Background: an optimization exercise with open tools, aiming at small area. Do not read the settings as production practice. Only simulation tests tie the RTL to the original design; equivalence was not proved.

### flow/config.mk
export PLATFORM = sky130hd
export DESIGN_NAME = MLP
export DESIGN_NICKNAME = MLP
export VERILOG_FILES = /design/flow/design.v
export SDC_FILE = /design/flow/constraint.sdc
export NUM_CORES = 4
export LEC_CHECK = 0
export CAP_MARGIN = 0
export CORE_MARGIN = 2
export CORE_UTILIZATION = 40
export GPL_TIMING_DRIVEN = 0
export SLEW_MARGIN = 0
export SYNTH_HIERARCHICAL = 1
export SYNTH_MINIMUM_KEEP_SIZE = 0
### flow/constraint.sdc
create_clock -name core_clock -period 7.0 [get_ports {clk}]
set_input_delay 1.4000 -clock core_clock [delete_from_list [all_inputs] [get_ports {clk}]]
set_output_delay 1.4000 -clock core_clock [all_outputs]
set_load 0.01 [all_outputs]
### flow/design.v
`timescale  1ns/10ps
module neuron2
(
    input   input1,
    input   input2,
    input   [7:0]  weight1,
    input   [7:0]  weight2,
    input   [7:0]  bias,
    output  [9:0] neuron_out
);
    wire p_1_0 = input1 & weight1[0];
    wire p_2_0 = input2 & weight2[0];
    wire bb0 = bias[0];
    wire p_1_1 = input1 & weight1[1];
    wire p_2_1 = input2 & weight2[1];
    wire bb1 = bias[1];
    wire p_1_2 = input1 & weight1[2];
    wire p_2_2 = input2 & weight2[2];
    wire bb2 = bias[2];
    wire p_1_3 = input1 & weight1[3];
    wire p_2_3 = input2 & weight2[3];
    wire bb3 = bias[3];
    wire p_1_4 = input1 & weight1[4];
    wire p_2_4 = input2 & weight2[4];
    wire bb4 = bias[4];
    wire p_1_5 = input1 & weight1[5];
    wire p_2_5 = input2 & weight2[5];
    wire bb5 = bias[5];
    wire p_1_6 = input1 & weight1[6];
    wire p_2_6 = input2 & weight2[6];
    wire bb6 = bias[6];
    wire p_1_7 = input1 & weight1[7];
    wire p_2_7 = input2 & weight2[7];
    wire bb7 = bias[7];
    wire h_s2, h_c1;
    mlp_fa uh_s2 (.a(bb0), .b(p_1_0), .c(p_2_0), .s(h_s2), .co(h_c1));
    wire h_s4, h_c3;
    mlp_fa uh_s4 (.a(bb1), .b(p_1_1), .c(p_2_1), .s(h_s4), .co(h_c3));
    wire h_s5, h_c6;
    mlp_ha uh_s5 (.a(h_c1), .b(h_s4), .s(h_s5), .co(h_c6));
    wire h_s8, h_c7;
    mlp_fa uh_s8 (.a(bb2), .b(p_1_2), .c(p_2_2), .s(h_s8), .co(h_c7));
    wire h_s10, h_c9;
    mlp_fa uh_s10 (.a(h_c3), .b(h_s8), .c(h_c6), .s(h_s10), .co(h_c9));
    wire h_s12, h_c11;
    mlp_fa uh_s12 (.a(bb3), .b(p_1_3), .c(p_2_3), .s(h_s12), .co(h_c11));
    wire h_s14, h_c13;
    mlp_fa uh_s14 (.a(h_c7), .b(h_s12), .c(h_c9), .s(h_s14), .co(h_c13));
    wire h_s16, h_c15;
    mlp_fa uh_s16 (.a(bb4), .b(p_1_4), .c(p_2_4), .s(h_s16), .co(h_c15));
    wire h_s18, h_c17;
    mlp_fa uh_s18 (.a(h_c11), .b(h_s16), .c(h_c13), .s(h_s18), .co(h_c17));
    wire h_s20, h_c19;
    mlp_fa uh_s20 (.a(bb5), .b(p_1_5), .c(p_2_5), .s(h_s20), .co(h_c19));
    wire h_s22, h_c21;
    mlp_fa uh_s22 (.a(h_c15), .b(h_s20), .c(h_c17), .s(h_s22), .co(h_c21));
    wire h_s24, h_c23;
    mlp_fa uh_s24 (.a(bb6), .b(p_1_6), .c(p_2_6), .s(h_s24), .co(h_c23));
    wire h_s26, h_c25;
    mlp_fa uh_s26 (.a(h_c19), .b(h_s24), .c(h_c21), .s(h_s26), .co(h_c25));
    wire h_s28, h_c27;
    mlp_fa uh_s28 (.a(bb7), .b(p_1_7), .c(p_2_7), .s(h_s28), .co(h_c27));
    wire h_s30, h_c29;
    mlp_fa uh_s30 (.a(h_c23), .b(h_s28), .c(h_c25), .s(h_s30), .co(h_c29));
    wire h_s31, h_c32;
    mlp_ha uh_s31 (.a(h_c27), .b(h_c29), .s(h_s31), .co(h_c32));
    assign neuron_out = {h_c32, h_s31, h_s30, h_s26, h_s22, h_s18, h_s14, h_s10, h_s5, h_s2};
endmodule
`timescale  1ns/10ps
module neuron3
(
    input   [9:0] in1,
    input   [9:0] in2,
    input   [9:0] in3,
    input   [7:0]  w1,
    input   [7:0]  w2,
    input   [7:0]  w3,
    input   [7:0]  bias,
    output  msb_out
);
    wire p1_0_0 = ~(in1[0] & w1[0]);
    wire p1_1_0 = ~(in1[1] & w1[0]);
    wire p1_2_0 = ~(in1[2] & w1[0]);
    wire p1_3_0 = ~(in1[3] & w1[0]);
    wire p1_4_0 = ~(in1[4] & w1[0]);
    wire p1_5_0 = ~(in1[5] & w1[0]);
    wire p1_6_0 = ~(in1[6] & w1[0]);
    wire p1_7_0 = ~(in1[7] & w1[0]);
    wire p1_8_0 = ~(in1[8] & w1[0]);
    wire p1_0_1 = ~(in1[0] & w1[1]);
    wire p1_1_1 = ~(in1[1] & w1[1]);
    wire p1_2_1 = ~(in1[2] & w1[1]);
    wire p1_3_1 = ~(in1[3] & w1[1]);
    wire p1_4_1 = ~(in1[4] & w1[1]);
    wire p1_5_1 = ~(in1[5] & w1[1]);
    wire p1_6_1 = ~(in1[6] & w1[1]);
    wire p1_7_1 = ~(in1[7] & w1[1]);
    wire p1_0_2 = ~(in1[0] & w1[2]);
    wire p1_1_2 = ~(in1[1] & w1[2]);
    wire p1_2_2 = ~(in1[2] & w1[2]);
    wire p1_3_2 = ~(in1[3] & w1[2]);
    wire p1_4_2 = ~(in1[4] & w1[2]);
    wire p1_5_2 = ~(in1[5] & w1[2]);
    wire p1_6_2 = ~(in1[6] & w1[2]);
    wire p1_7_2 = ~(in1[7] & w1[2]);
    wire p1_0_3 = ~(in1[0] & w1[3]);
    wire p1_1_3 = ~(in1[1] & w1[3]);
    wire p1_2_3 = ~(in1[2] & w1[3]);
    wire p1_3_3 = ~(in1[3] & w1[3]);
    wire p1_4_3 = ~(in1[4] & w1[3]);
    wire p1_5_3 = ~(in1[5] & w1[3]);
    wire p1_6_3 = ~(in1[6] & w1[3]);
    wire p1_7_3 = ~(in1[7] & w1[3]);
    wire p1_0_4 = ~(in1[0] & w1[4]);
    wire p1_1_4 = ~(in1[1] & w1[4]);
    wire p1_2_4 = ~(in1[2] & w1[4]);
    wire p1_3_4 = ~(in1[3] & w1[4]);
    wire p1_4_4 = ~(in1[4] & w1[4]);
    wire p1_5_4 = ~(in1[5] & w1[4]);
    wire p1_6_4 = ~(in1[6] & w1[4]);
    wire p1_0_5 = ~(in1[0] & w1[5]);
    wire p1_1_5 = ~(in1[1] & w1[5]);
    wire p1_2_5 = ~(in1[2] & w1[5]);
    wire p1_3_5 = ~(in1[3] & w1[5]);
    wire p1_4_5 = ~(in1[4] & w1[5]);
    wire p1_5_5 = ~(in1[5] & w1[5]);
    wire p1_0_6 = ~(in1[0] & w1[6]);
    wire p1_1_6 = ~(in1[1] & w1[6]);
    wire p1_2_6 = ~(in1[2] & w1[6]);
    wire p1_3_6 = ~(in1[3] & w1[6]);
    wire p1_4_6 = ~(in1[4] & w1[6]);
    wire p1_0_7 = ~(in1[0] & w1[7]);
    wire p1_1_7 = ~(in1[1] & w1[7]);
    wire p1_2_7 = ~(in1[2] & w1[7]);
    wire p1_3_7 = ~(in1[3] & w1[7]);
    wire q1_9 = ~((in1[9] & w1[0]) | (in1[8] & w1[1]));
    wire q1_10 = ~((in1[9] & w1[1]) | (in1[8] & w1[2]));
    wire p2_0_0 = ~(in2[0] & w2[0]);
    wire p2_1_0 = ~(in2[1] & w2[0]);
    wire p2_2_0 = ~(in2[2] & w2[0]);
    wire p2_3_0 = ~(in2[3] & w2[0]);
    wire p2_4_0 = ~(in2[4] & w2[0]);
    wire p2_5_0 = ~(in2[5] & w2[0]);
    wire p2_6_0 = ~(in2[6] & w2[0]);
    wire p2_7_0 = ~(in2[7] & w2[0]);
    wire p2_8_0 = ~(in2[8] & w2[0]);
    wire p2_0_1 = ~(in2[0] & w2[1]);
    wire p2_1_1 = ~(in2[1] & w2[1]);
    wire p2_2_1 = ~(in2[2] & w2[1]);
    wire p2_3_1 = ~(in2[3] & w2[1]);
    wire p2_4_1 = ~(in2[4] & w2[1]);
    wire p2_5_1 = ~(in2[5] & w2[1]);
    wire p2_6_1 = ~(in2[6] & w2[1]);
    wire p2_7_1 = ~(in2[7] & w2[1]);
    wire p2_0_2 = ~(in2[0] & w2[2]);
    wire p2_1_2 = ~(in2[1] & w2[2]);
    wire p2_2_2 = ~(in2[2] & w2[2]);
    wire p2_3_2 = ~(in2[3] & w2[2]);
    wire p2_4_2 = ~(in2[4] & w2[2]);
    wire p2_5_2 = ~(in2[5] & w2[2]);
    wire p2_6_2 = ~(in2[6] & w2[2]);
    wire p2_7_2 = ~(in2[7] & w2[2]);
    wire p2_0_3 = ~(in2[0] & w2[3]);
    wire p2_1_3 = ~(in2[1] & w2[3]);
    wire p2_2_3 = ~(in2[2] & w2[3]);
    wire p2_3_3 = ~(in2[3] & w2[3]);
    wire p2_4_3 = ~(in2[4] & w2[3]);
    wire p2_5_3 = ~(in2[5] & w2[3]);
    wire p2_6_3 = ~(in2[6] & w2[3]);
    wire p2_7_3 = ~(in2[7] & w2[3]);
    wire p2_0_4 = ~(in2[0] & w2[4]);
    wire p2_1_4 = ~(in2[1] & w2[4]);
    wire p2_2_4 = ~(in2[2] & w2[4]);
    wire p2_3_4 = ~(in2[3] & w2[4]);
    wire p2_4_4 = ~(in2[4] & w2[4]);
    wire p2_5_4 = ~(in2[5] & w2[4]);
    wire p2_6_4 = ~(in2[6] & w2[4]);
    wire p2_0_5 = ~(in2[0] & w2[5]);
    wire p2_1_5 = ~(in2[1] & w2[5]);
    wire p2_2_5 = ~(in2[2] & w2[5]);
    wire p2_3_5 = ~(in2[3] & w2[5]);
    wire p2_4_5 = ~(in2[4] & w2[5]);
    wire p2_5_5 = ~(in2[5] & w2[5]);
    wire p2_0_6 = ~(in2[0] & w2[6]);
    wire p2_1_6 = ~(in2[1] & w2[6]);
    wire p2_2_6 = ~(in2[2] & w2[6]);
    wire p2_3_6 = ~(in2[3] & w2[6]);
    wire p2_4_6 = ~(in2[4] & w2[6]);
    wire p2_0_7 = ~(in2[0] & w2[7]);
    wire p2_1_7 = ~(in2[1] & w2[7]);
    wire p2_2_7 = ~(in2[2] & w2[7]);
    wire p2_3_7 = ~(in2[3] & w2[7]);
    wire q2_9 = ~((in2[9] & w2[0]) | (in2[8] & w2[1]));
    wire q2_10 = ~((in2[9] & w2[1]) | (in2[8] & w2[2]));
    wire p3_0_0 = ~(in3[0] & w3[0]);
    wire p3_1_0 = ~(in3[1] & w3[0]);
    wire p3_2_0 = ~(in3[2] & w3[0]);
    wire p3_3_0 = ~(in3[3] & w3[0]);
    wire p3_4_0 = ~(in3[4] & w3[0]);
    wire p3_5_0 = ~(in3[5] & w3[0]);
    wire p3_6_0 = ~(in3[6] & w3[0]);
    wire p3_7_0 = ~(in3[7] & w3[0]);
    wire p3_8_0 = ~(in3[8] & w3[0]);
    wire p3_0_1 = ~(in3[0] & w3[1]);
    wire p3_1_1 = ~(in3[1] & w3[1]);
    wire p3_2_1 = ~(in3[2] & w3[1]);
    wire p3_3_1 = ~(in3[3] & w3[1]);
    wire p3_4_1 = ~(in3[4] & w3[1]);
    wire p3_5_1 = ~(in3[5] & w3[1]);
    wire p3_6_1 = ~(in3[6] & w3[1]);
    wire p3_7_1 = ~(in3[7] & w3[1]);
    wire p3_0_2 = ~(in3[0] & w3[2]);
    wire p3_1_2 = ~(in3[1] & w3[2]);
    wire p3_2_2 = ~(in3[2] & w3[2]);
    wire p3_3_2 = ~(in3[3] & w3[2]);
    wire p3_4_2 = ~(in3[4] & w3[2]);
    wire p3_5_2 = ~(in3[5] & w3[2]);
    wire p3_6_2 = ~(in3[6] & w3[2]);
    wire p3_7_2 = ~(in3[7] & w3[2]);
    wire p3_0_3 = ~(in3[0] & w3[3]);
    wire p3_1_3 = ~(in3[1] & w3[3]);
    wire p3_2_3 = ~(in3[2] & w3[3]);
    wire p3_3_3 = ~(in3[3] & w3[3]);
    wire p3_4_3 = ~(in3[4] & w3[3]);
    wire p3_5_3 = ~(in3[5] & w3[3]);
    wire p3_6_3 = ~(in3[6] & w3[3]);
    wire p3_7_3 = ~(in3[7] & w3[3]);
    wire p3_0_4 = ~(in3[0] & w3[4]);
    wire p3_1_4 = ~(in3[1] & w3[4]);
    wire p3_2_4 = ~(in3[2] & w3[4]);
    wire p3_3_4 = ~(in3[3] & w3[4]);
    wire p3_4_4 = ~(in3[4] & w3[4]);
    wire p3_5_4 = ~(in3[5] & w3[4]);
    wire p3_6_4 = ~(in3[6] & w3[4]);
    wire p3_0_5 = ~(in3[0] & w3[5]);
    wire p3_1_5 = ~(in3[1] & w3[5]);
    wire p3_2_5 = ~(in3[2] & w3[5]);
    wire p3_3_5 = ~(in3[3] & w3[5]);
    wire p3_4_5 = ~(in3[4] & w3[5]);
    wire p3_5_5 = ~(in3[5] & w3[5]);
    wire p3_0_6 = ~(in3[0] & w3[6]);
    wire p3_1_6 = ~(in3[1] & w3[6]);
    wire p3_2_6 = ~(in3[2] & w3[6]);
    wire p3_3_6 = ~(in3[3] & w3[6]);
    wire p3_4_6 = ~(in3[4] & w3[6]);
    wire p3_0_7 = ~(in3[0] & w3[7]);
    wire p3_1_7 = ~(in3[1] & w3[7]);
    wire p3_2_7 = ~(in3[2] & w3[7]);
    wire p3_3_7 = ~(in3[3] & w3[7]);
    wire q3_9 = ~((in3[9] & w3[0]) | (in3[8] & w3[1]));
    wire q3_10 = ~((in3[9] & w3[1]) | (in3[8] & w3[2]));
    wire bb0 = ~bias[0];
    wire bb1 = ~bias[1];
    wire bb2 = ~bias[2];
    wire bb3 = ~bias[3];
    wire bb4 = ~bias[4];
    wire bb5 = ~bias[5];
    wire bb6 = ~bias[6];
    wire bb7 = ~bias[7];
    wire m_s2, m_c1;
    mlp_fa um_s2 (.a(bb0), .b(p1_0_0), .c(p2_0_0), .s(m_s2), .co(m_c1));
    wire m_c3 = p3_0_0 | m_s2;
    wire m_s4 = ~(p3_0_0 ^ m_s2);
    wire m_s6, m_c5;
    mlp_fa um_s6 (.a(bb1), .b(p1_0_1), .c(p1_1_0), .s(m_s6), .co(m_c5));
    wire m_s8, m_c7;
    mlp_fa um_s8 (.a(p2_0_1), .b(p2_1_0), .c(p3_0_1), .s(m_s8), .co(m_c7));
    wire m_s10, m_c9;
    mlp_fa um_s10 (.a(p3_1_0), .b(m_c1), .c(m_s6), .s(m_s10), .co(m_c9));
    wire m_s12, m_c11;
    mlp_fa um_s12 (.a(m_s8), .b(m_c3), .c(m_s10), .s(m_s12), .co(m_c11));
    wire m_s14, m_c13;
    mlp_fa um_s14 (.a(bb2), .b(p1_0_2), .c(p1_1_1), .s(m_s14), .co(m_c13));
    wire m_s16, m_c15;
    mlp_fa um_s16 (.a(p1_2_0), .b(p2_0_2), .c(p2_1_1), .s(m_s16), .co(m_c15));
    wire m_s18, m_c17;
    mlp_fa um_s18 (.a(p2_2_0), .b(p3_0_2), .c(p3_1_1), .s(m_s18), .co(m_c17));
    wire m_s20, m_c19;
    mlp_fa um_s20 (.a(p3_2_0), .b(m_c5), .c(m_c7), .s(m_s20), .co(m_c19));
    wire m_s22, m_c21;
    mlp_fa um_s22 (.a(m_s14), .b(m_s16), .c(m_s18), .s(m_s22), .co(m_c21));
    wire m_s24, m_c23;
    mlp_fa um_s24 (.a(m_c9), .b(m_s20), .c(m_s22), .s(m_s24), .co(m_c23));
    wire m_c25 = m_c11 | m_s24;
    wire m_s26 = ~(m_c11 ^ m_s24);
    wire m_s28, m_c27;
    mlp_fa um_s28 (.a(bb3), .b(p1_0_3), .c(p1_1_2), .s(m_s28), .co(m_c27));
    wire m_s30, m_c29;
    mlp_fa um_s30 (.a(p1_2_1), .b(p1_3_0), .c(p2_0_3), .s(m_s30), .co(m_c29));
    wire m_s32, m_c31;
    mlp_fa um_s32 (.a(p2_1_2), .b(p2_2_1), .c(p2_3_0), .s(m_s32), .co(m_c31));
    wire m_s34, m_c33;
    mlp_fa um_s34 (.a(p3_0_3), .b(p3_1_2), .c(p3_2_1), .s(m_s34), .co(m_c33));
    wire m_s36, m_c35;
    mlp_fa um_s36 (.a(p3_3_0), .b(m_c13), .c(m_c15), .s(m_s36), .co(m_c35));
    wire m_s38, m_c37;
    mlp_fa um_s38 (.a(m_c17), .b(m_s28), .c(m_s30), .s(m_s38), .co(m_c37));
    wire m_s40, m_c39;
    mlp_fa um_s40 (.a(m_s32), .b(m_s34), .c(m_c19), .s(m_s40), .co(m_c39));
    wire m_s42, m_c41;
    mlp_fa um_s42 (.a(m_c21), .b(m_s36), .c(m_s38), .s(m_s42), .co(m_c41));
    wire m_s44, m_c43;
    mlp_fa um_s44 (.a(m_s40), .b(m_c23), .c(m_s42), .s(m_s44), .co(m_c43));
    wire m_c45 = m_c25 | m_s44;
    wire m_s46 = ~(m_c25 ^ m_s44);
    wire m_s48, m_c47;
    mlp_fa um_s48 (.a(bb4), .b(p1_0_4), .c(p1_1_3), .s(m_s48), .co(m_c47));
    wire m_s50, m_c49;
    mlp_fa um_s50 (.a(p1_2_2), .b(p1_3_1), .c(p1_4_0), .s(m_s50), .co(m_c49));
    wire m_s52, m_c51;
    mlp_fa um_s52 (.a(p2_0_4), .b(p2_1_3), .c(p2_2_2), .s(m_s52), .co(m_c51));
    wire m_s54, m_c53;
    mlp_fa um_s54 (.a(p2_3_1), .b(p2_4_0), .c(p3_0_4), .s(m_s54), .co(m_c53));
    wire m_s56, m_c55;
    mlp_fa um_s56 (.a(p3_1_3), .b(p3_2_2), .c(p3_3_1), .s(m_s56), .co(m_c55));
    wire m_s58, m_c57;
    mlp_fa um_s58 (.a(p3_4_0), .b(m_c27), .c(m_c29), .s(m_s58), .co(m_c57));
    wire m_s60, m_c59;
    mlp_fa um_s60 (.a(m_c31), .b(m_c33), .c(m_s48), .s(m_s60), .co(m_c59));
    wire m_s62, m_c61;
    mlp_fa um_s62 (.a(m_s50), .b(m_s52), .c(m_s54), .s(m_s62), .co(m_c61));
    wire m_s64, m_c63;
    mlp_fa um_s64 (.a(m_s56), .b(m_c35), .c(m_c37), .s(m_s64), .co(m_c63));
    wire m_s66, m_c65;
    mlp_fa um_s66 (.a(m_s58), .b(m_s60), .c(m_s62), .s(m_s66), .co(m_c65));
    wire m_s68, m_c67;
    mlp_fa um_s68 (.a(m_c39), .b(m_s64), .c(m_c41), .s(m_s68), .co(m_c67));
    wire m_s70, m_c69;
    mlp_fa um_s70 (.a(m_s66), .b(m_c43), .c(m_s68), .s(m_s70), .co(m_c69));
    wire m_c71 = m_c45 | m_s70;
    wire m_s72 = ~(m_c45 ^ m_s70);
    wire m_s74, m_c73;
    mlp_fa um_s74 (.a(bb5), .b(p1_0_5), .c(p1_1_4), .s(m_s74), .co(m_c73));
    wire m_s76, m_c75;
    mlp_fa um_s76 (.a(p1_2_3), .b(p1_3_2), .c(p1_4_1), .s(m_s76), .co(m_c75));
    wire m_s78, m_c77;
    mlp_fa um_s78 (.a(p1_5_0), .b(p2_0_5), .c(p2_1_4), .s(m_s78), .co(m_c77));
    wire m_s80, m_c79;
    mlp_fa um_s80 (.a(p2_2_3), .b(p2_3_2), .c(p2_4_1), .s(m_s80), .co(m_c79));
    wire m_s82, m_c81;
    mlp_fa um_s82 (.a(p2_5_0), .b(p3_0_5), .c(p3_1_4), .s(m_s82), .co(m_c81));
    wire m_s84, m_c83;
    mlp_fa um_s84 (.a(p3_2_3), .b(p3_3_2), .c(p3_4_1), .s(m_s84), .co(m_c83));
    wire m_s86, m_c85;
    mlp_fa um_s86 (.a(p3_5_0), .b(m_c47), .c(m_c49), .s(m_s86), .co(m_c85));
    wire m_s88, m_c87;
    mlp_fa um_s88 (.a(m_c51), .b(m_c53), .c(m_c55), .s(m_s88), .co(m_c87));
    wire m_s90, m_c89;
    mlp_fa um_s90 (.a(m_s74), .b(m_s76), .c(m_s78), .s(m_s90), .co(m_c89));
    wire m_s92, m_c91;
    mlp_fa um_s92 (.a(m_s80), .b(m_s82), .c(m_s84), .s(m_s92), .co(m_c91));
    wire m_s94, m_c93;
    mlp_fa um_s94 (.a(m_c57), .b(m_c59), .c(m_c61), .s(m_s94), .co(m_c93));
    wire m_s96, m_c95;
    mlp_fa um_s96 (.a(m_s86), .b(m_s88), .c(m_s90), .s(m_s96), .co(m_c95));
    wire m_s98, m_c97;
    mlp_fa um_s98 (.a(m_s92), .b(m_c63), .c(m_c65), .s(m_s98), .co(m_c97));
    wire m_s100, m_c99;
    mlp_fa um_s100 (.a(m_s94), .b(m_s96), .c(m_c67), .s(m_s100), .co(m_c99));
    wire m_s102, m_c101;
    mlp_fa um_s102 (.a(m_s98), .b(m_s100), .c(m_c69), .s(m_s102), .co(m_c101));
    wire m_c103 = m_c71 | m_s102;
    wire m_s104 = ~(m_c71 ^ m_s102);
    wire m_s106, m_c105;
    mlp_fa um_s106 (.a(bb6), .b(p1_0_6), .c(p1_1_5), .s(m_s106), .co(m_c105));
    wire m_s108, m_c107;
    mlp_fa um_s108 (.a(p1_2_4), .b(p1_3_3), .c(p1_4_2), .s(m_s108), .co(m_c107));
    wire m_s110, m_c109;
    mlp_fa um_s110 (.a(p1_5_1), .b(p1_6_0), .c(p2_0_6), .s(m_s110), .co(m_c109));
    wire m_s112, m_c111;
    mlp_fa um_s112 (.a(p2_1_5), .b(p2_2_4), .c(p2_3_3), .s(m_s112), .co(m_c111));
    wire m_s114, m_c113;
    mlp_fa um_s114 (.a(p2_4_2), .b(p2_5_1), .c(p2_6_0), .s(m_s114), .co(m_c113));
    wire m_s116, m_c115;
    mlp_fa um_s116 (.a(p3_0_6), .b(p3_1_5), .c(p3_2_4), .s(m_s116), .co(m_c115));
    wire m_s118, m_c117;
    mlp_fa um_s118 (.a(p3_3_3), .b(p3_4_2), .c(p3_5_1), .s(m_s118), .co(m_c117));
    wire m_s120, m_c119;
    mlp_fa um_s120 (.a(p3_6_0), .b(m_c73), .c(m_c75), .s(m_s120), .co(m_c119));
    wire m_s122, m_c121;
    mlp_fa um_s122 (.a(m_c77), .b(m_c79), .c(m_c81), .s(m_s122), .co(m_c121));
    wire m_s124, m_c123;
    mlp_fa um_s124 (.a(m_c83), .b(m_s106), .c(m_s108), .s(m_s124), .co(m_c123));
    wire m_s126, m_c125;
    mlp_fa um_s126 (.a(m_s110), .b(m_s112), .c(m_s114), .s(m_s126), .co(m_c125));
    wire m_s128, m_c127;
    mlp_fa um_s128 (.a(m_s116), .b(m_s118), .c(m_c85), .s(m_s128), .co(m_c127));
    wire m_s130, m_c129;
    mlp_fa um_s130 (.a(m_c87), .b(m_c89), .c(m_c91), .s(m_s130), .co(m_c129));
    wire m_s132, m_c131;
    mlp_fa um_s132 (.a(m_s120), .b(m_s122), .c(m_s124), .s(m_s132), .co(m_c131));
    wire m_s134, m_c133;
    mlp_fa um_s134 (.a(m_s126), .b(m_s128), .c(m_c93), .s(m_s134), .co(m_c133));
    wire m_s136, m_c135;
    mlp_fa um_s136 (.a(m_c95), .b(m_s130), .c(m_s132), .s(m_s136), .co(m_c135));
    wire m_s138, m_c137;
    mlp_fa um_s138 (.a(m_c97), .b(m_s134), .c(m_s136), .s(m_s138), .co(m_c137));
    wire m_s140, m_c139;
    mlp_fa um_s140 (.a(m_c99), .b(m_s138), .c(m_c101), .s(m_s140), .co(m_c139));
    wire m_c141 = m_c103 | m_s140;
    wire m_s142 = ~(m_c103 ^ m_s140);
    wire m_s144, m_c143;
    mlp_fa um_s144 (.a(bb7), .b(p1_0_7), .c(p1_1_6), .s(m_s144), .co(m_c143));
    wire m_s146, m_c145;
    mlp_fa um_s146 (.a(p1_2_5), .b(p1_3_4), .c(p1_4_3), .s(m_s146), .co(m_c145));
    wire m_s148, m_c147;
    mlp_fa um_s148 (.a(p1_5_2), .b(p1_6_1), .c(p1_7_0), .s(m_s148), .co(m_c147));
    wire m_s150, m_c149;
    mlp_fa um_s150 (.a(p2_0_7), .b(p2_1_6), .c(p2_2_5), .s(m_s150), .co(m_c149));
    wire m_s152, m_c151;
    mlp_fa um_s152 (.a(p2_3_4), .b(p2_4_3), .c(p2_5_2), .s(m_s152), .co(m_c151));
    wire m_s154, m_c153;
    mlp_fa um_s154 (.a(p2_6_1), .b(p2_7_0), .c(p3_0_7), .s(m_s154), .co(m_c153));
    wire m_s156, m_c155;
    mlp_fa um_s156 (.a(p3_1_6), .b(p3_2_5), .c(p3_3_4), .s(m_s156), .co(m_c155));
    wire m_s158, m_c157;
    mlp_fa um_s158 (.a(p3_4_3), .b(p3_5_2), .c(p3_6_1), .s(m_s158), .co(m_c157));
    wire m_s160, m_c159;
    mlp_fa um_s160 (.a(p3_7_0), .b(m_c105), .c(m_c107), .s(m_s160), .co(m_c159));
    wire m_s162, m_c161;
    mlp_fa um_s162 (.a(m_c109), .b(m_c111), .c(m_c113), .s(m_s162), .co(m_c161));
    wire m_s164, m_c163;
    mlp_fa um_s164 (.a(m_c115), .b(m_c117), .c(m_s144), .s(m_s164), .co(m_c163));
    wire m_s166, m_c165;
    mlp_fa um_s166 (.a(m_s146), .b(m_s148), .c(m_s150), .s(m_s166), .co(m_c165));
    wire m_s168, m_c167;
    mlp_fa um_s168 (.a(m_s152), .b(m_s154), .c(m_s156), .s(m_s168), .co(m_c167));
    wire m_s170, m_c169;
    mlp_fa um_s170 (.a(m_s158), .b(m_c119), .c(m_c121), .s(m_s170), .co(m_c169));
    wire m_s172, m_c171;
    mlp_fa um_s172 (.a(m_c123), .b(m_c125), .c(m_s160), .s(m_s172), .co(m_c171));
    wire m_s174, m_c173;
    mlp_fa um_s174 (.a(m_s162), .b(m_s164), .c(m_s166), .s(m_s174), .co(m_c173));
    wire m_s176, m_c175;
    mlp_fa um_s176 (.a(m_s168), .b(m_c127), .c(m_c129), .s(m_s176), .co(m_c175));
    wire m_s178, m_c177;
    mlp_fa um_s178 (.a(m_s170), .b(m_c131), .c(m_s172), .s(m_s178), .co(m_c177));
    wire m_s180, m_c179;
    mlp_fa um_s180 (.a(m_s174), .b(m_c133), .c(m_s176), .s(m_s180), .co(m_c179));
    wire m_s182, m_c181;
    mlp_fa um_s182 (.a(m_c135), .b(m_s178), .c(m_s180), .s(m_s182), .co(m_c181));
    wire m_s184, m_c183;
    mlp_fa um_s184 (.a(m_c137), .b(m_s182), .c(m_c139), .s(m_s184), .co(m_c183));
    wire m_c185 = m_c141 | m_s184;
    wire m_s186 = ~(m_c141 ^ m_s184);
    wire m_s188, m_c187;
    mlp_fa um_s188 (.a(p1_1_7), .b(p1_2_6), .c(p1_3_5), .s(m_s188), .co(m_c187));
    wire m_s190, m_c189;
    mlp_fa um_s190 (.a(p1_4_4), .b(p1_5_3), .c(p1_6_2), .s(m_s190), .co(m_c189));
    wire m_s192, m_c191;
    mlp_fa um_s192 (.a(p1_7_1), .b(p1_8_0), .c(p2_1_7), .s(m_s192), .co(m_c191));
    wire m_s194, m_c193;
    mlp_fa um_s194 (.a(p2_2_6), .b(p2_3_5), .c(p2_4_4), .s(m_s194), .co(m_c193));
    wire m_s196, m_c195;
    mlp_fa um_s196 (.a(p2_5_3), .b(p2_6_2), .c(p2_7_1), .s(m_s196), .co(m_c195));
    wire m_s198, m_c197;
    mlp_fa um_s198 (.a(p2_8_0), .b(p3_1_7), .c(p3_2_6), .s(m_s198), .co(m_c197));
    wire m_s200, m_c199;
    mlp_fa um_s200 (.a(p3_3_5), .b(p3_4_4), .c(p3_5_3), .s(m_s200), .co(m_c199));
    wire m_s202, m_c201;
    mlp_fa um_s202 (.a(p3_6_2), .b(p3_7_1), .c(p3_8_0), .s(m_s202), .co(m_c201));
    wire m_s204, m_c203;
    mlp_fa um_s204 (.a(m_c143), .b(m_c145), .c(m_c147), .s(m_s204), .co(m_c203));
    wire m_s206, m_c205;
    mlp_fa um_s206 (.a(m_c149), .b(m_c151), .c(m_c153), .s(m_s206), .co(m_c205));
    wire m_s208, m_c207;
    mlp_fa um_s208 (.a(m_c155), .b(m_c157), .c(m_s188), .s(m_s208), .co(m_c207));
    wire m_s210, m_c209;
    mlp_fa um_s210 (.a(m_s190), .b(m_s192), .c(m_s194), .s(m_s210), .co(m_c209));
    wire m_s212, m_c211;
    mlp_fa um_s212 (.a(m_s196), .b(m_s198), .c(m_s200), .s(m_s212), .co(m_c211));
    wire m_s214, m_c213;
    mlp_fa um_s214 (.a(m_s202), .b(m_c159), .c(m_c161), .s(m_s214), .co(m_c213));
    wire m_s216, m_c215;
    mlp_fa um_s216 (.a(m_c163), .b(m_c165), .c(m_c167), .s(m_s216), .co(m_c215));
    wire m_s218, m_c217;
    mlp_fa um_s218 (.a(m_s204), .b(m_s206), .c(m_s208), .s(m_s218), .co(m_c217));
    wire m_s220, m_c219;
    mlp_fa um_s220 (.a(m_s210), .b(m_s212), .c(m_c169), .s(m_s220), .co(m_c219));
    wire m_s222, m_c221;
    mlp_fa um_s222 (.a(m_c171), .b(m_s214), .c(m_c173), .s(m_s222), .co(m_c221));
    wire m_s224, m_c223;
    mlp_fa um_s224 (.a(m_s216), .b(m_s218), .c(m_s220), .s(m_s224), .co(m_c223));
    wire m_s226, m_c225;
    mlp_fa um_s226 (.a(m_c175), .b(m_c177), .c(m_s222), .s(m_s226), .co(m_c225));
    wire m_s228, m_c227;
    mlp_fa um_s228 (.a(m_s224), .b(m_c179), .c(m_s226), .s(m_s228), .co(m_c227));
    wire m_s230, m_c229;
    mlp_fa um_s230 (.a(m_c181), .b(m_s228), .c(m_c183), .s(m_s230), .co(m_c229));
    wire m_c231 = m_c185 | m_s230;
    wire m_s232 = ~(m_c185 ^ m_s230);
    wire m_s234, m_c233;
    mlp_fa um_s234 (.a(p1_2_7), .b(p1_3_6), .c(p1_4_5), .s(m_s234), .co(m_c233));
    wire m_s236, m_c235;
    mlp_fa um_s236 (.a(p1_5_4), .b(p1_6_3), .c(p1_7_2), .s(m_s236), .co(m_c235));
    wire m_s238, m_c237;
    mlp_fa um_s238 (.a(p2_2_7), .b(p2_3_6), .c(p2_4_5), .s(m_s238), .co(m_c237));
    wire m_s240, m_c239;
    mlp_fa um_s240 (.a(p2_5_4), .b(p2_6_3), .c(p2_7_2), .s(m_s240), .co(m_c239));
    wire m_s242, m_c241;
    mlp_fa um_s242 (.a(p3_2_7), .b(p3_3_6), .c(p3_4_5), .s(m_s242), .co(m_c241));
    wire m_s244, m_c243;
    mlp_fa um_s244 (.a(p3_5_4), .b(p3_6_3), .c(p3_7_2), .s(m_s244), .co(m_c243));
    wire m_s246, m_c245;
    mlp_fa um_s246 (.a(q1_9), .b(q2_9), .c(q3_9), .s(m_s246), .co(m_c245));
    wire m_s248, m_c247;
    mlp_fa um_s248 (.a(m_c187), .b(m_c189), .c(m_c191), .s(m_s248), .co(m_c247));
    wire m_s250, m_c249;
    mlp_fa um_s250 (.a(m_c193), .b(m_c195), .c(m_c197), .s(m_s250), .co(m_c249));
    wire m_s252, m_c251;
    mlp_fa um_s252 (.a(m_c199), .b(m_c201), .c(m_s234), .s(m_s252), .co(m_c251));
    wire m_s254, m_c253;
    mlp_fa um_s254 (.a(m_s236), .b(m_s238), .c(m_s240), .s(m_s254), .co(m_c253));
    wire m_s256, m_c255;
    mlp_fa um_s256 (.a(m_s242), .b(m_s244), .c(m_s246), .s(m_s256), .co(m_c255));
    wire m_s258, m_c257;
    mlp_fa um_s258 (.a(m_c203), .b(m_c205), .c(m_c207), .s(m_s258), .co(m_c257));
    wire m_s260, m_c259;
    mlp_fa um_s260 (.a(m_c209), .b(m_c211), .c(m_s248), .s(m_s260), .co(m_c259));
    wire m_s262, m_c261;
    mlp_fa um_s262 (.a(m_s250), .b(m_s252), .c(m_s254), .s(m_s262), .co(m_c261));
    wire m_s264, m_c263;
    mlp_fa um_s264 (.a(m_s256), .b(m_c213), .c(m_c215), .s(m_s264), .co(m_c263));
    wire m_s266, m_c265;
    mlp_fa um_s266 (.a(m_c217), .b(m_s258), .c(m_s260), .s(m_s266), .co(m_c265));
    wire m_s268, m_c267;
    mlp_fa um_s268 (.a(m_s262), .b(m_c219), .c(m_c221), .s(m_s268), .co(m_c267));
    wire m_s270, m_c269;
    mlp_fa um_s270 (.a(m_s264), .b(m_s266), .c(m_c223), .s(m_s270), .co(m_c269));
    wire m_s272, m_c271;
    mlp_fa um_s272 (.a(m_c225), .b(m_s268), .c(m_s270), .s(m_s272), .co(m_c271));
    wire m_s274, m_c273;
    mlp_fa um_s274 (.a(m_c227), .b(m_s272), .c(m_c229), .s(m_s274), .co(m_c273));
    wire m_c275 = m_c231 | m_s274;
    wire m_s276 = ~(m_c231 ^ m_s274);
    wire m_x277 = p1_3_7 ^ p1_4_6;
    wire m_x278 = p1_5_5 ^ p1_6_4;
    wire m_x279 = p1_7_3 ^ p2_3_7;
    wire m_x280 = p2_4_6 ^ p2_5_5;
    wire m_x281 = p2_6_4 ^ p2_7_3;
    wire m_x282 = p3_3_7 ^ p3_4_6;
    wire m_x283 = p3_5_5 ^ p3_6_4;
    wire m_x284 = p3_7_3 ^ q1_10;
    wire m_x285 = q2_10 ^ q3_10;
    wire m_x286 = m_x277 ^ m_x278;
    wire m_x287 = m_x279 ^ m_x280;
    wire m_x288 = m_x281 ^ m_x282;
    wire m_x289 = m_x283 ^ m_x284;
    wire m_x290 = m_x285 ^ m_c233;
    wire m_x291 = m_c235 ^ m_c237;
    wire m_x292 = m_c239 ^ m_c241;
    wire m_x293 = m_c243 ^ m_x286;
    wire m_x294 = m_x287 ^ m_x288;
    wire m_x295 = m_c245 ^ m_x289;
    wire m_x296 = m_x290 ^ m_x291;
    wire m_x297 = m_x292 ^ m_x293;
    wire m_x298 = m_x294 ^ m_x295;
    wire m_x299 = m_c247 ^ m_c249;
    wire m_x300 = m_x296 ^ m_x297;
    wire m_x301 = m_c251 ^ m_c253;
    wire m_x302 = m_x298 ^ m_c255;
    wire m_x303 = m_x299 ^ m_x300;
    wire m_x304 = m_x301 ^ m_x302;
    wire m_x305 = m_c257 ^ m_x303;
    wire m_x306 = m_c259 ^ m_c261;
    wire m_x307 = m_x304 ^ m_x305;
    wire m_x308 = m_x306 ^ m_c263;
    wire m_x309 = m_x307 ^ m_c265;
    wire m_x310 = m_x308 ^ m_x309;
    wire m_x311 = m_c267 ^ m_x310;
    wire m_x312 = m_c269 ^ m_x311;
    wire m_x313 = m_x312 ^ m_c271;
    wire m_x314 = m_x313 ^ m_c273;
    wire m_x315 = m_x314 ^ m_c275;
    wire m_n316 = ~m_x315;
    assign msb_out = ~m_n316;
endmodule
module mlp_fa (input a, input b, input c, output s, output co);
    assign s  = a ^ b ^ c;
    assign co = (a & b) | (a & c) | (b & c);
endmodule
module mlp_ha (input a, input b, output s, output co);
    assign s  = a ^ b;
    assign co = a & b;
endmodule
`timescale 1ns/10ps
module  MLP (
    input clk,               
    input reset,             
    input in1,               
    input in2,               
    input signed [7:0] hidden_weight1,
    input signed [7:0] hidden_weight2,
    input signed [7:0] hidden_bias1,
    input signed [7:0] hidden_weight3,
    input signed [7:0] hidden_weight4,
    input signed [7:0] hidden_bias2  ,
    input signed [7:0] hidden_weight5,
    input signed [7:0] hidden_weight6,
    input signed [7:0] hidden_bias3  ,
    input signed [7:0] output_weight1,
    input signed [7:0] output_weight2,
    input signed [7:0] output_weight3,
    input signed [7:0] output_bias   ,
    output reg final_out     
);
    wire [9:0] h1, h2, h3;
    neuron2 hidden_neuron1(
        .input1(in1), .input2(in2),
        .weight1(hidden_weight1), .weight2(hidden_weight2), .bias(hidden_bias1),
        .neuron_out(h1)
    );
    neuron2 hidden_neuron2(
        .input1(in1), .input2(in2),
        .weight1(hidden_weight3), .weight2(hidden_weight4), .bias(hidden_bias2),
        .neuron_out(h2)
    );
    neuron2 hidden_neuron3(
        .input1(in1), .input2(in2),
        .weight1(hidden_weight5), .weight2(hidden_weight6), .bias(hidden_bias3),
        .neuron_out(h3)
    );
    reg [9:0] hid1_q1, hid1_q2, hid1_q3;    
    reg [9:0] hid2_q1, hid2_q2, hid2_q3;    
    always @(posedge clk) begin
        hid1_q1 <= h1;
        hid1_q2 <= h2;
        hid1_q3 <= h3;
        hid2_q1 <= hid1_q1;
        hid2_q2 <= hid1_q2;
        hid2_q3 <= hid1_q3;
    end
    wire msb;
    neuron3 output_neuron(
        .in1(hid2_q1), .in2(hid2_q2), .in3(hid2_q3),
        .w1(output_weight1), .w2(output_weight2), .w3(output_weight3),
        .bias(output_bias),
        .msb_out(msb)
    );
    reg msb1_q, msb2_q;
    always @(posedge clk) begin
        msb1_q <= msb;
        msb2_q <= msb1_q;
        if (reset)
            final_out <= 1'b0;
        else
            final_out <= msb2_q;
    end
endmodule
### flow/flow/run.sh
#!/bin/bash
# Own layout flow: the standard flow (standard.sh) with smaller port
# buffers, synthesis buffers removed at floorplan, and a leaner clock tree.
set -euo pipefail
bash standard.sh \
  'BUFFER_PORTS_ARGS=-buffer_cell sky130_fd_sc_hd__buf_1' \
  REMOVE_ABC_BUFFERS=1 \
  'CTS_ARGS=-sink_clustering_enable -repair_clock_nets -dont_use_dummy_load -buf_list sky130_fd_sc_hd__clkbuf_4' \
  finish > standard_flow.log 2>&1
### flow/standard.sh
#!/bin/bash
# synth_recipe.tcl (not shown) runs the flow's synth.tcl, then flattens the netlist and writes it again
# the make line also repeats each setting of config.mk as NAME=value (left out here)
make -C /OpenROAD-flow-scripts/flow DESIGN_CONFIG=/design/flow/config.mk WORK_HOME=/design/flow/orfs CLKGATE_MAP_FILE= SYNTH_SCRIPT=/design/flow/synth_recipe.tcl "${@:-finish}"
==> results.txt, run 1 <==
starting density of the core 41.0%; DRC viols 0; worst r2r dst msb1_q; die width 132 µm; worst reg2reg path depth 16; clock transition at the registers of the reported paths 0.10 ns; CTS Buf Count 9; first-pass GRT wire length 24500 µm; CTS Buffer Depth 2; post-route clock period utilization 95.8%; Synth cell types 23; nets 911; Die ar. 17300 µm²; Yosys reg bits 63; Post-Syn Area 6520 µm²; DR pass1 iterations 5; CP endpoint kind flop; Critical Path Fanout Max 8; core footprint 15900 µm²; routability congestion estimate 0.862; Fmax achieved 149 MHz; unrepaired setup endpoints after global routing false; max cap viols 0; most common cell in the netlist fa_1; Top cell by count, worst path fa_1; final hold violations 0; crit path buf inv count 1; vias per cell 4.83; largest net degree at the start of global routing 25; dpl ws -0.617 ns; initial antenna violation count 0; H-tree level count 3; class of the worst hold path reg2reg; diode count 0; cells along the critical path buf_2 -> nand2_1 -> fa_1 -> fa_1 -> fa_1 -> fa_1 -> fa_1 -> fa_1 -> fa_1 -> fa_1 -> fa_1 -> fa_1 -> nor2_1 -> nand3_2 -> xnor2_2 -> xnor2_1 -> xnor3_1; port bufs 108; CP arrival 6.95 ns; post-synth top area share 52.5%; via count 4058; outcome finished clean; WP depth 17; FP Rows 46; min-delay src hid1_q3[5]; # IOs 109; WL final 14200 µm; hold_ws 0.311 ns; ys flop type dfxtp_1; Post-synth EDFFs 0; asr flop ratio synth 0%; top cells by count, synth 171 x fa_1, 162 x nand2_1, 63 x dfxtp_1, 48 x and2_1, 33 x buf_4; Avg WL per Cell 16.9 µm; crit path kind in2reg; Worst-Margin Slew 0.899 ns; Synth area leaders fa_1 53%, dfxtp_1 19%, nand2_1 9.3%; vias in the first global route 4909; Worst setup endpoint msb1_q; delay-heaviest family, CP adder cells; Worst EP required 7.25 ns; Die H 132 µm; ANT nets after route 0; worst r2r src hid2_q2[0]; critical path's slowest cell fa_1; skew final 0.0370 ns; Final WS setup 0.296 ns; min cycle time layout 6.70 ns; Area Growth Syn to Fin 6.76%; Ys Warns 7; Sink Count 63; Worst R2R Setup Slack 0.91 ns; Synth area leader fa_1; HPWL Detailed 12600 µm; root buf cell clkbuf_4; Syn Area/Cell 11.6 µm²; Slew HR 40.1%; CTS tree yes; Setup crit start output_weight2[3]; Worst setup SP type input pin; # setup viols final 0; max-slew violations 0; GRT overflow 0; Clk Latency, worst-skew pair 0.40 ns; Seq/Total Area, Yosys 19.4%; DRT iter0 DRCs 225; share of cells above drive strength 1 4.33%; GRT Total Usage 18.3%; slowest cell delay on critical path 0.48 ns; Syn Inst Count 561
==> cells by family (layout without fill, tap and decap cells) <==
kind of cell    after synthesis  after routing  synth area share, %
fa+ha+maj                   177            177                 53.7
xor+xnor                     35             35                 5.66
buf+inv                      62            125                 5.84
flops                        63             63                 19.4
simple gates                218            218                 14.8
compound gates                6              6                0.710
==> how the worst min path moves through the flow <==
stage                  to  cells after the start
2_1_floorplan  hid2_q1[0]                      0
3_3_place_gp   hid2_q2[7]                      0
4_1_cts        hid2_q3[5]                      0
3_5_place_dp   hid2_q1[4]                      0
6_report       hid2_q3[5]                      0
5_1_grt        hid2_q3[5]                      0
==> per-stage QoR <==
stage / std cells / utilization (%) / TNS [ns] / area, µm²
final: 840 / 43.8 / 0 / 6960
after global routing: 840 / 43.8 / 0 / 6960
after CTS: 840 / 43.6 / 0 / 6920
after detailed placement: 831 / 43.1 / -0.617 / 6840
after global placement: 831 / 43.1 / -0.450 / 6840
after floorplan: 507 / - / 0 / 6170
==> cell type report <==
class	instances	area (µm²)
Sequential cell	63	1260
Inverter	8	30.0
Clock buffer	9	67.6
Timing Repair Buffer	108	435
Multi-Input combinational cell	436	4890
Tap cell	216	270
Fill cell	1552	8930
==> metal layers <==
| metal | part of all wire, % | GRT usage (%) | up-vias |
|---|---|---|---|
| met1 | 39 | 22.0 | 2089 |
| li1 | - | - | 1776 |
| met3 | 5.5 | 2.70 | 28 |
| met2 | 52 | 33.0 | 165 |
| met5 | 0 | 0 | - |
| met4 | 3.5 | 7.19 | 0 |
==> per-module statistics from Yosys, one instance, submodules excluded <==
module	cell area, µm²	cells inside	flip-flops and latches	copies in the design
mlp_fa	20.0	1	0	171
MLP	1270	64	63	1
mlp_ha	12.5	1	0	6
neuron3	1220	242	0	1
neuron2	175	26	0	3
==> cells in the final DEF, fill, tap and decap left out, drive strengths merged, types with 5 or more instances in the layout <==
| master | n |
|---|---|
| a22oi | 5 |
| and2 | 48 |
| buf | 101 |
| clkbuf | 16 |
| dfxtp | 63 |
| fa | 171 |
| ha | 6 |
| inv | 8 |
| nand2 | 164 |
| xnor2 | 27 |
==> flip-flops by register name, summed over array words and instances (netlist names) <==
register and flops:
final_out 1, hid1_q1 10, hid1_q3 10, msb2_q 1
hid2_q3 10, hid2_q1 10, hid1_q2 10, msb1_q 1
hid2_q2 10
==> timing repair <==
action | CTS | global route
setup buffers | 0 | 0
hold buffers | 0 | 0
pin swaps | 0 | 4
setup endpoints to repair | 1 | 1
cloned | 0 | 0
gates resized for setup | 10 | 11
==> worst register-to-register path, stage by stage (launching register included) <==
cell and delay, ns:
dfxtp_1 0.59, nand2_1 0.16, fa_1 0.48, fa_1 0.39
fa_1 0.48, fa_1 0.42, fa_1 0.47, fa_1 0.43
fa_1 0.39, fa_1 0.39, fa_1 0.39, fa_1 0.44
nor2_1 0.12, nand3_2 0.14, xnor2_2 0.18, xnor2_1 0.23
xnor3_1 0.24
==> run 2, diff against run 1 <==
--- a/flow/design.v
+++ b/flow/design.v
@@ -533,47 +533,85 @@
     mlp_fa um_s274 (.a(m_c227), .b(m_s272), .c(m_c229), .s(m_s274), .co(m_c273));
     wire m_c275 = m_c231 | m_s274;
     wire m_s276 = ~(m_c231 ^ m_s274);
-    wire m_x277 = p1_3_7 ^ p1_4_6;
-    wire m_x278 = p1_5_5 ^ p1_6_4;
-    wire m_x279 = p1_7_3 ^ p2_3_7;
-    wire m_x280 = p2_4_6 ^ p2_5_5;
-    wire m_x281 = p2_6_4 ^ p2_7_3;
-    wire m_x282 = p3_3_7 ^ p3_4_6;
-    wire m_x283 = p3_5_5 ^ p3_6_4;
-    wire m_x284 = p3_7_3 ^ q1_10;
-    wire m_x285 = q2_10 ^ q3_10;
-    wire m_x286 = m_x277 ^ m_x278;
-    wire m_x287 = m_x279 ^ m_x280;
-    wire m_x288 = m_x281 ^ m_x282;
-    wire m_x289 = m_x283 ^ m_x284;
-    wire m_x290 = m_x285 ^ m_c233;
-    wire m_x291 = m_c235 ^ m_c237;
-    wire m_x292 = m_c239 ^ m_c241;
-    wire m_x293 = m_c243 ^ m_x286;
-    wire m_x294 = m_x287 ^ m_x288;
-    wire m_x295 = m_c245 ^ m_x289;
-    wire m_x296 = m_x290 ^ m_x291;
-    wire m_x297 = m_x292 ^ m_x293;
-    wire m_x298 = m_x294 ^ m_x295;
-    wire m_x299 = m_c247 ^ m_c249;
-    wire m_x300 = m_x296 ^ m_x297;
-    wire m_x301 = m_c251 ^ m_c253;
-    wire m_x302 = m_x298 ^ m_c255;
-    wire m_x303 = m_x299 ^ m_x300;
-    wire m_x304 = m_x301 ^ m_x302;
-    wire m_x305 = m_c257 ^ m_x303;
-    wire m_x306 = m_c259 ^ m_c261;
-    wire m_x307 = m_x304 ^ m_x305;
-    wire m_x308 = m_x306 ^ m_c263;
-    wire m_x309 = m_x307 ^ m_c265;
-    wire m_x310 = m_x308 ^ m_x309;
-    wire m_x311 = m_c267 ^ m_x310;
-    wire m_x312 = m_c269 ^ m_x311;
-    wire m_x313 = m_x312 ^ m_c271;
-    wire m_x314 = m_x313 ^ m_c273;
-    wire m_x315 = m_x314 ^ m_c275;
-    wire m_n316 = ~m_x315;
-    assign msb_out = ~m_n316;
+    wire m_x277;
+    mlp_xor um_x277 (.a(p1_3_7), .b(p1_4_6), .y(m_x277));
+    wire m_x278;
+    mlp_xor um_x278 (.a(p1_5_5), .b(p1_6_4), .y(m_x278));
+    wire m_x279;
+    mlp_xor um_x279 (.a(p1_7_3), .b(p2_3_7), .y(m_x279));
+    wire m_x280;
+    mlp_xor um_x280 (.a(p2_4_6), .b(p2_5_5), .y(m_x280));
+    wire m_x281;
+    mlp_xor um_x281 (.a(p2_6_4), .b(p2_7_3), .y(m_x281));
+    wire m_x282;
+    mlp_xor um_x282 (.a(p3_3_7), .b(p3_4_6), .y(m_x282));
+    wire m_x283;
+    mlp_xor um_x283 (.a(p3_5_5), .b(p3_6_4), .y(m_x283));
+    wire m_x284;
+    mlp_xor um_x284 (.a(p3_7_3), .b(q1_10), .y(m_x284));
+    wire m_x285;
+    mlp_xor um_x285 (.a(q2_10), .b(q3_10), .y(m_x285));
+    wire m_x286;
+    mlp_xor um_x286 (.a(m_x277), .b(m_x278), .y(m_x286));
+    wire m_x287;
+    mlp_xor um_x287 (.a(m_x279), .b(m_x280), .y(m_x287));
+    wire m_x288;
+    mlp_xor um_x288 (.a(m_x281), .b(m_x282), .y(m_x288));
+    wire m_x289;
+    mlp_xor um_x289 (.a(m_x283), .b(m_x284), .y(m_x289));
+    wire m_x290;
+    mlp_xor um_x290 (.a(m_x285), .b(m_c233), .y(m_x290));
+    wire m_x291;
+    mlp_xor um_x291 (.a(m_c235), .b(m_c237), .y(m_x291));
+    wire m_x292;
+    mlp_xor um_x292 (.a(m_c239), .b(m_c241), .y(m_x292));
+    wire m_x293;
+    mlp_xor um_x293 (.a(m_c243), .b(m_x286), .y(m_x293));
+    wire m_x294;
+    mlp_xor um_x294 (.a(m_x287), .b(m_x288), .y(m_x294));
+    wire m_x295;
+    mlp_xor um_x295 (.a(m_c245), .b(m_x289), .y(m_x295));
+    wire m_x296;
+    mlp_xor um_x296 (.a(m_x290), .b(m_x291), .y(m_x296));
+    wire m_x297;
+    mlp_xor um_x297 (.a(m_x292), .b(m_x293), .y(m_x297));
+    wire m_x298;
+    mlp_xor um_x298 (.a(m_x294), .b(m_x295), .y(m_x298));
+    wire m_x299;
+    mlp_xor um_x299 (.a(m_c247), .b(m_c249), .y(m_x299));
+    wire m_x300;
+    mlp_xor um_x300 (.a(m_x296), .b(m_x297), .y(m_x300));
+    wire m_x301;
+    mlp_xor um_x301 (.a(m_c251), .b(m_c253), .y(m_x301));
+    wire m_x302;
+    mlp_xor um_x302 (.a(m_x298), .b(m_c255), .y(m_x302));
+    wire m_x303;
+    mlp_xor um_x303 (.a(m_x299), .b(m_x300), .y(m_x303));
+    wire m_x304;
+    mlp_xor um_x304 (.a(m_x301), .b(m_x302), .y(m_x304));
+    wire m_x305;
+    mlp_xor um_x305 (.a(m_c257), .b(m_x303), .y(m_x305));
+    wire m_x306;
+    mlp_xor um_x306 (.a(m_c259), .b(m_c261), .y(m_x306));
+    wire m_x307;
+    mlp_xor um_x307 (.a(m_x304), .b(m_x305), .y(m_x307));
+    wire m_x308;
+    mlp_xor um_x308 (.a(m_x306), .b(m_c263), .y(m_x308));
+    wire m_x309;
+    mlp_xor um_x309 (.a(m_x307), .b(m_c265), .y(m_x309));
+    wire m_x310;
+    mlp_xor um_x310 (.a(m_x308), .b(m_x309), .y(m_x310));
+    wire m_x311;
+    mlp_xor um_x311 (.a(m_c267), .b(m_x310), .y(m_x311));
+    wire m_x312;
+    mlp_xor um_x312 (.a(m_c269), .b(m_x311), .y(m_x312));
+    wire m_x313;
+    mlp_xor um_x313 (.a(m_x312), .b(m_c271), .y(m_x313));
+    wire m_x314;
+    mlp_xor um_x314 (.a(m_x313), .b(m_c273), .y(m_x314));
+    wire m_x315;
+    mlp_xor um_x315 (.a(m_x314), .b(m_c275), .y(m_x315));
+    assign msb_out = m_x315;
 endmodule
 module mlp_fa (input a, input b, input c, output s, output co);
     assign s  = a ^ b ^ c;
@@ -583,6 +621,12 @@
     assign s  = a ^ b;
     assign co = a & b;
 endmodule
+module mlp_xor (input a, input b, output y);
+    assign y = a ^ b;
+endmodule
+module mlp_xnor (input a, input b, output y);
+    assign y = ~(a ^ b);
+endmodule
 `timescale 1ns/10ps
 module  MLP (
     input clk,               
--- a/flow/flow/run.sh
+++ b/flow/flow/run.sh
@@ -4,6 +4,6 @@
 set -euo pipefail
 bash standard.sh \
   'BUFFER_PORTS_ARGS=-buffer_cell sky130_fd_sc_hd__buf_1' \
-  REMOVE_ABC_BUFFERS=1 \
+  REMOVE_ABC_BUFFERS=1 RECOVER_POWER=100 \
   'CTS_ARGS=-sink_clustering_enable -repair_clock_nets -dont_use_dummy_load -buf_list sky130_fd_sc_hd__clkbuf_4' \
   finish > standard_flow.log 2>&1
==> run 2 against run 1 <==
  * Final cell count rose by 0.48%
  * Synthesized cell count rose by 0.71%
  * Critical path depth fell by 2
  * Clock-buffer cell count did not move
  * Worst setup slack improved by 0.22 ns
  * Synthesized area fell by 0.60%
  * Sequential share of layout area rose by 0.21 points
  * Global-route usage fell by 0.53 points
==> results.txt, run 2 <==
post_cts resized 0; clock transition at the registers of the reported paths 0.09 ns; Die ar. 17200 µm²; Ys Warns 7; Clk Latency, worst-skew pair 0.44 ns; dpl ws 0.0868 ns; Synth area leaders fa_1 53%, dfxtp_1 19%, nand2_1 9.5%; Hold EP hid2_q1[7]; placed cell area 6810 µm²; root buf cell clkbuf_4; # IOs 109; min cycle time layout 6.49 ns; CP endpoint kind flop; share of cells above drive strength 1 1.59%; asr flop ratio synth 0%; Post-Layout Cell Count 844; Top cell by count, worst path fa_1; number of fill cells in the layout 1547; via count 4010; HPWL Detailed 12200 µm; Yosys reg bits 63; nets 915; class of the worst hold path reg2reg; slowest cell delay on critical path 0.51 ns; worst reg2reg path depth 14; die width 131 µm; max-slew violations 0; Critical Path Fanout Max 10; # setup viols final 0; WL final 13900 µm; GRT Total Usage 17.8%; cells along the critical path buf_1 -> nand2_1 -> fa_1 -> fa_1 -> fa_1 -> fa_1 -> fa_1 -> fa_1 -> fa_1 -> fa_1 -> fa_1 -> fa_1 -> nor2_1 -> nand3_1 -> xor2_1; GRT overflow 0; diode count 0; commonest non-fill, non-tap cell in the layout fa_1; vias in the first global route 4661; routability congestion estimate 0.914; Sink Count 63; Synth cell types 16; Die H 131 µm; crit path kind in2reg; CTS tree yes; Post-Syn Area 6480 µm²; max cap viols 0; Syn Inst Count 565; initial antenna violation count 0; Worst R2R Setup Slack 1.43 ns; core footprint 15900 µm²; delay-heaviest family, CP adder cells; min-delay src hid1_q1[7]; worst r2r src hid2_q2[2]; final hold violations 0; hold path cells 0; critical path's slowest cell fa_1; hold_ws 0.317 ns; Synth area leader fa_1; Fmax achieved 154 MHz; Seq/Total Area, Yosys 19.5%; hold_buf cts 0; Placed Cells 835; ANT nets after route 0; highest-count cells in the layout ignoring fill and taps 171 x fa_1, 164 x nand2_1, 106 x buf_1; first-pass GRT wire length 23300 µm; DRC viols 0; vias per cell 4.75; Layout Utilization 43.3%; Syn Area/Cell 11.5 µm²; skew final 0.0233 ns; # Post-CTS Setup Buffers 0; Area Growth Syn to Fin 6.14%; largest net degree at the start of global routing 25; crit path buf inv count 1; post-route clock period utilization 92.7%; most common cell in the netlist fa_1; Worst-Margin Slew 0.924 ns; Avg WL per Cell 16.5 µm; Slew HR 38.4%; unrepaired setup endpoints after global routing false; top cells by count, synth 171 x fa_1, 164 x nand2_1, 63 x dfxtp_1, 48 x and2_1, 39 x xor2_1; post-synth top area share 52.8%; Final WS setup 0.513 ns; CP arrival 6.79 ns; H-tree level count 3; setup TNS 0 ns; port bufs 108; DR pass1 iterations 4; outcome finished clean; DRT iter0 DRCs 240; CTS Buf Count 9; Worst EP required 7.31 ns; starting density of the core 40.8%; ys flop type dfxtp_1; Post-synth EDFFs 0; CTS Buffer Depth 2; Worst setup SP type input pin; design area 6880 µm²; worst r2r dst msb1_q; FP Rows 46
[run 2: changes by cell type in the layout (fill, tap and decap cells not counted), moves of 3 or more]
cell      delta
xor2_1      +35
xnor2_1     -25
buf_1        +8
clkbuf_4     -7
and2_0       +5
and2_1       -5
xnor3_1      -4
buf_2        -3
[run 2: layout make-up]
class / count / area, µm² / share of cell area (%)
multi-input combinational: 440 / 4840 / 70.4
sequential: 63 / 1260 / 18.3
timing repair buffer: 108 / 405 / 5.90
tap: 216 / 270 / 3.93
clock buffer: 9 / 67.6 / 0.983
inverter: 8 / 30.0 / 0.437
[run 2: worst reg2reg max path: stages, from the launching register on]
cell	delay (ns)
dfxtp_1	0.56
nand2_1	0.15
fa_1	0.49
fa_1	0.44
fa_1	0.47
fa_1	0.44
fa_1	0.48
fa_1	0.42
fa_1	0.39
fa_1	0.39
fa_1	0.39
fa_1	0.43
nor2_1	0.12
nand3_1	0.10
xor2_1	0.17
[run 2: metal layers]
layer / routed length, µm / vias up / share of wire (%) / track usage [%]
li1: - / 1788 / - / -
met1: 5300 / 2043 / 38 / 20.4
met2: 7370 / 144 / 53 / 32.0
met3: 744 / 35 / 5.4 / 4.01
met4: 472 / 0 / 3.4 / 7.31
met5: 0 / - / 0 / 0
[run 2: worst max-delay path by stage]
stage / from / endpoint / slack, ns / cells after the start
6_report: output_weight1[0] / msb1_q / 0.51 / 15
3_5_place_dp: output_weight1[0] / msb1_q / 0.09 / 15
3_3_place_gp: output_weight1[1] / msb1_q / 0.18 / 15
4_1_cts: output_weight1[0] / msb1_q / 0.57 / 15
2_1_floorplan: output_weight1[3] / msb1_q / 0.91 / 14
5_1_grt: output_weight1[1] / msb1_q / 0.35 / 15
[run 2: cells by family after synthesis]
kind of cell / Yosys count / synth area share (%)
fa+ha+maj: 177 / 54.0
compound gates: 6 / 0.695
simple gates: 218 / 14.8
buf+inv: 62 / 5.79
xor+xnor: 39 / 5.27
flops: 63 / 19.5
[run 2: per-module statistics from Yosys, one instance, submodules excluded]
module / times used / cell area [µm²]
mlp_xor: 39 / 8.76
neuron3: 1 / 838
neuron2: 3 / 175
mlp_fa: 171 / 20.0
MLP: 1 / 1270
mlp_ha: 6 / 12.5
==> run 3, diff against run 2 <==
--- a/flow/flow/run.sh
+++ b/flow/flow/run.sh
@@ -4,6 +4,6 @@
 set -euo pipefail
 bash standard.sh \
   'BUFFER_PORTS_ARGS=-buffer_cell sky130_fd_sc_hd__buf_1' \
-  REMOVE_ABC_BUFFERS=1 RECOVER_POWER=100 \
+  REMOVE_ABC_BUFFERS=1 \
   'CTS_ARGS=-sink_clustering_enable -repair_clock_nets -dont_use_dummy_load -buf_list sky130_fd_sc_hd__clkbuf_4' \
   finish > standard_flow.log 2>&1
==> run 3 against run 2 <==
  * Die area unchanged
  * Worst setup slack worse by 0.00080 ns
  * Non-clock buffer count unchanged
  * Sequential cell count unchanged
  * Highest routed layer unchanged
  * First-iteration DRC count decreased by 9.6%
  * Worst hold slack about the same
  * Critical path depth unchanged
  * Critical endpoint unchanged
==> results.txt, run 3 <==
Placed Cells 835; root buf cell clkbuf_4; HPWL Detailed 12200 µm; xor-xnor portion of the synthesized cell area 5.27%; min-delay src hid1_q1[7]; CP arrival 6.79 ns; FP Rows 46; skew final 0.0233 ns; # Post-CTS Setup Buffers 0; unrepaired setup endpoints after global routing false; crit path buf inv count 1; hold_buf cts 0; Top cell by count, worst path fa_1; Avg WL per Cell 16.5 µm; critical path's slowest cell fa_1; commonest non-fill, non-tap cell in the layout fa_1; WL final 13900 µm; CTS Buffer Depth 2; post-route clock period utilization 92.7%; min cycle time layout 6.49 ns; Layout Utilization 43.3%; vias per cell 4.76; Post-synth EDFFs 0; clock transition at the registers of the reported paths 0.09 ns; design area 6880 µm²; slowest cell delay on critical path 0.51 ns; core footprint 15900 µm²; via count 4017; worst reg2reg path depth 14; max-slew violations 0; Syn Inst Count 565; Ys Warns 7; DRT iter0 DRCs 217; Post-Syn Area 6480 µm²; CP endpoint kind flop; number of fill cells in the layout 1547; Seq/Total Area, Yosys 19.5%; mux cell area share after synthesis 0%; adder-cell share of the synthesized area 54.0%; Die ar. 17200 µm²; # setup viols final 0; Syn Area/Cell 11.5 µm²; nets 915; CTS tree yes; top cells by count, synth 171 x fa_1, 164 x nand2_1, 63 x dfxtp_1, 48 x and2_1, 39 x xor2_1; delay-heaviest family, CP adder cells; placed cell area 6810 µm²; Sink Count 63; # IOs 109; DRC viols 0; GRT Total Usage 17.8%; Synth area leader fa_1; Die H 131 µm; post_cts resized 0; Synth area leaders fa_1 53%, dfxtp_1 19%, nand2_1 9.5%; starting density of the core 40.8%; Yosys reg bits 63; ANT nets after route 0; hold_ws 0.317 ns; routability congestion estimate 0.914; cells along the critical path buf_1 -> nand2_1 -> fa_1 -> fa_1 -> fa_1 -> fa_1 -> fa_1 -> fa_1 -> fa_1 -> fa_1 -> fa_1 -> fa_1 -> nor2_1 -> nand3_1 -> xor2_1; highest-count cells in the layout ignoring fill and taps 171 x fa_1, 164 x nand2_1, 108 x buf_1; Hold EP hid2_q1[7]; dpl ws 0.0868 ns; asr flop ratio synth 0%; worst r2r src hid2_q2[2]; most common cell in the netlist fa_1; diode count 0; combinational family with the most area after synthesis adder cells; initial antenna violation count 0; Synth Area in Simple Gates 14.8%; Worst-Margin Slew 0.949 ns; hold path cells 0; max cap viols 0; final hold violations 0; DR pass1 iterations 5; port bufs 108; share of cells above drive strength 1 1.59%; Area Growth Syn to Fin 6.14%; post-synth top area share 52.8%; vias in the first global route 4661; Fmax achieved 154 MHz; worst r2r dst msb1_q; largest net degree at the start of global routing 25; Worst setup SP type input pin; Clk Latency, worst-skew pair 0.44 ns; ys flop type dfxtp_1; H-tree level count 3; outcome finished clean; Post-Layout Cell Count 844; class of the worst hold path reg2reg; first-pass GRT wire length 23300 µm; Synth cell types 16; Final WS setup 0.512 ns; die width 131 µm; compound-gate portion of the synthesized area 0.695%; setup TNS 0 ns; CTS Buf Count 9; GRT overflow 0; Worst EP required 7.31 ns; Critical Path Fanout Max 10; Worst R2R Setup Slack 1.43 ns; crit path kind in2reg; Slew HR 36.7%
==> run 3: worst max path at each step <==
stage / from / endpoint / depth (start not counted)
global placement: output_weight1[1] / msb1_q / 15
CTS: output_weight1[0] / msb1_q / 15
floorplan: output_weight1[3] / msb1_q / 14
finish: output_weight1[0] / msb1_q / 15
detailed placement: output_weight1[0] / msb1_q / 15
global route: output_weight1[1] / msb1_q / 15
==> run 3: cells by family after synthesis <==
kind of cell,after synthesis
xor+xnor,39
fa+ha+maj,177
compound gates,6
simple gates,218
flops,63
buf+inv,62
==> run 3: cell type report <==
class                   instances  area, µm²  area share (%)
clock buffers                   9       67.6           0.983
inverters                       8       30.0           0.437
multi-input cells             440       4840            70.4
flip-flops and latches         63       1260            18.3
well taps                     216        270            3.93
repair buffers                108        405            5.90
==> run 3: metal layers <==
layer  routed length, µm  GRT usage [%]
met1                5270           20.4
met2                7370           32.0
met3                 790           4.01
met4                 468           7.31
met5                   0              0
==> run 3: per-module statistics from Yosys, one instance, submodules excluded <==
module / cell area, µm² / flip-flops and latches / cells inside / times used
neuron3: 838 / 0 / 207 / 1
mlp_fa: 20.0 / 0 / 1 / 171
neuron2: 175 / 0 / 26 / 3
mlp_xor: 8.76 / 0 / 1 / 39
mlp_ha: 12.5 / 0 / 1 / 6
MLP: 1270 / 63 / 64 / 1

[re-timing with driven ports]
No port has a modelled driver above. Below, the same layouts with a new extraction and two added sets of constraints. Step 1 assumes that a clkbuf_16 drives the clock port and a buf_2 every other input. Step 2 adds t to the input delays and takes it off the output delays; t is the mean of the earliest and latest rising clock arrival at the registers after step 1. Input paths then give back, and output paths get back, about the clock's delay inside the block. Slacks: ideal ports / drivers / drivers and shift; pairs: ideal ports / drivers.
run | shift t [ns] | setup WS [ns] | hold WS [ns] | worst setup path at the end | worst slew at a driven data input, ns
run 1 | 0.413 | 0.296 / 0.293 / -0.121 | 0.311 / 0.311 / 0.311 | input to register | 0.04
run 2 | 0.456 | 0.513 / 0.509 / 0.053 | 0.317 / 0.317 / 0.317 | input to register | 0.05
run 3 | 0.456 | 0.512 / 0.508 / 0.052 | 0.317 / 0.317 / 0.317 | input to register | 0.05
With both steps, setup timing fails in run 1, where it was met with ideal ports.
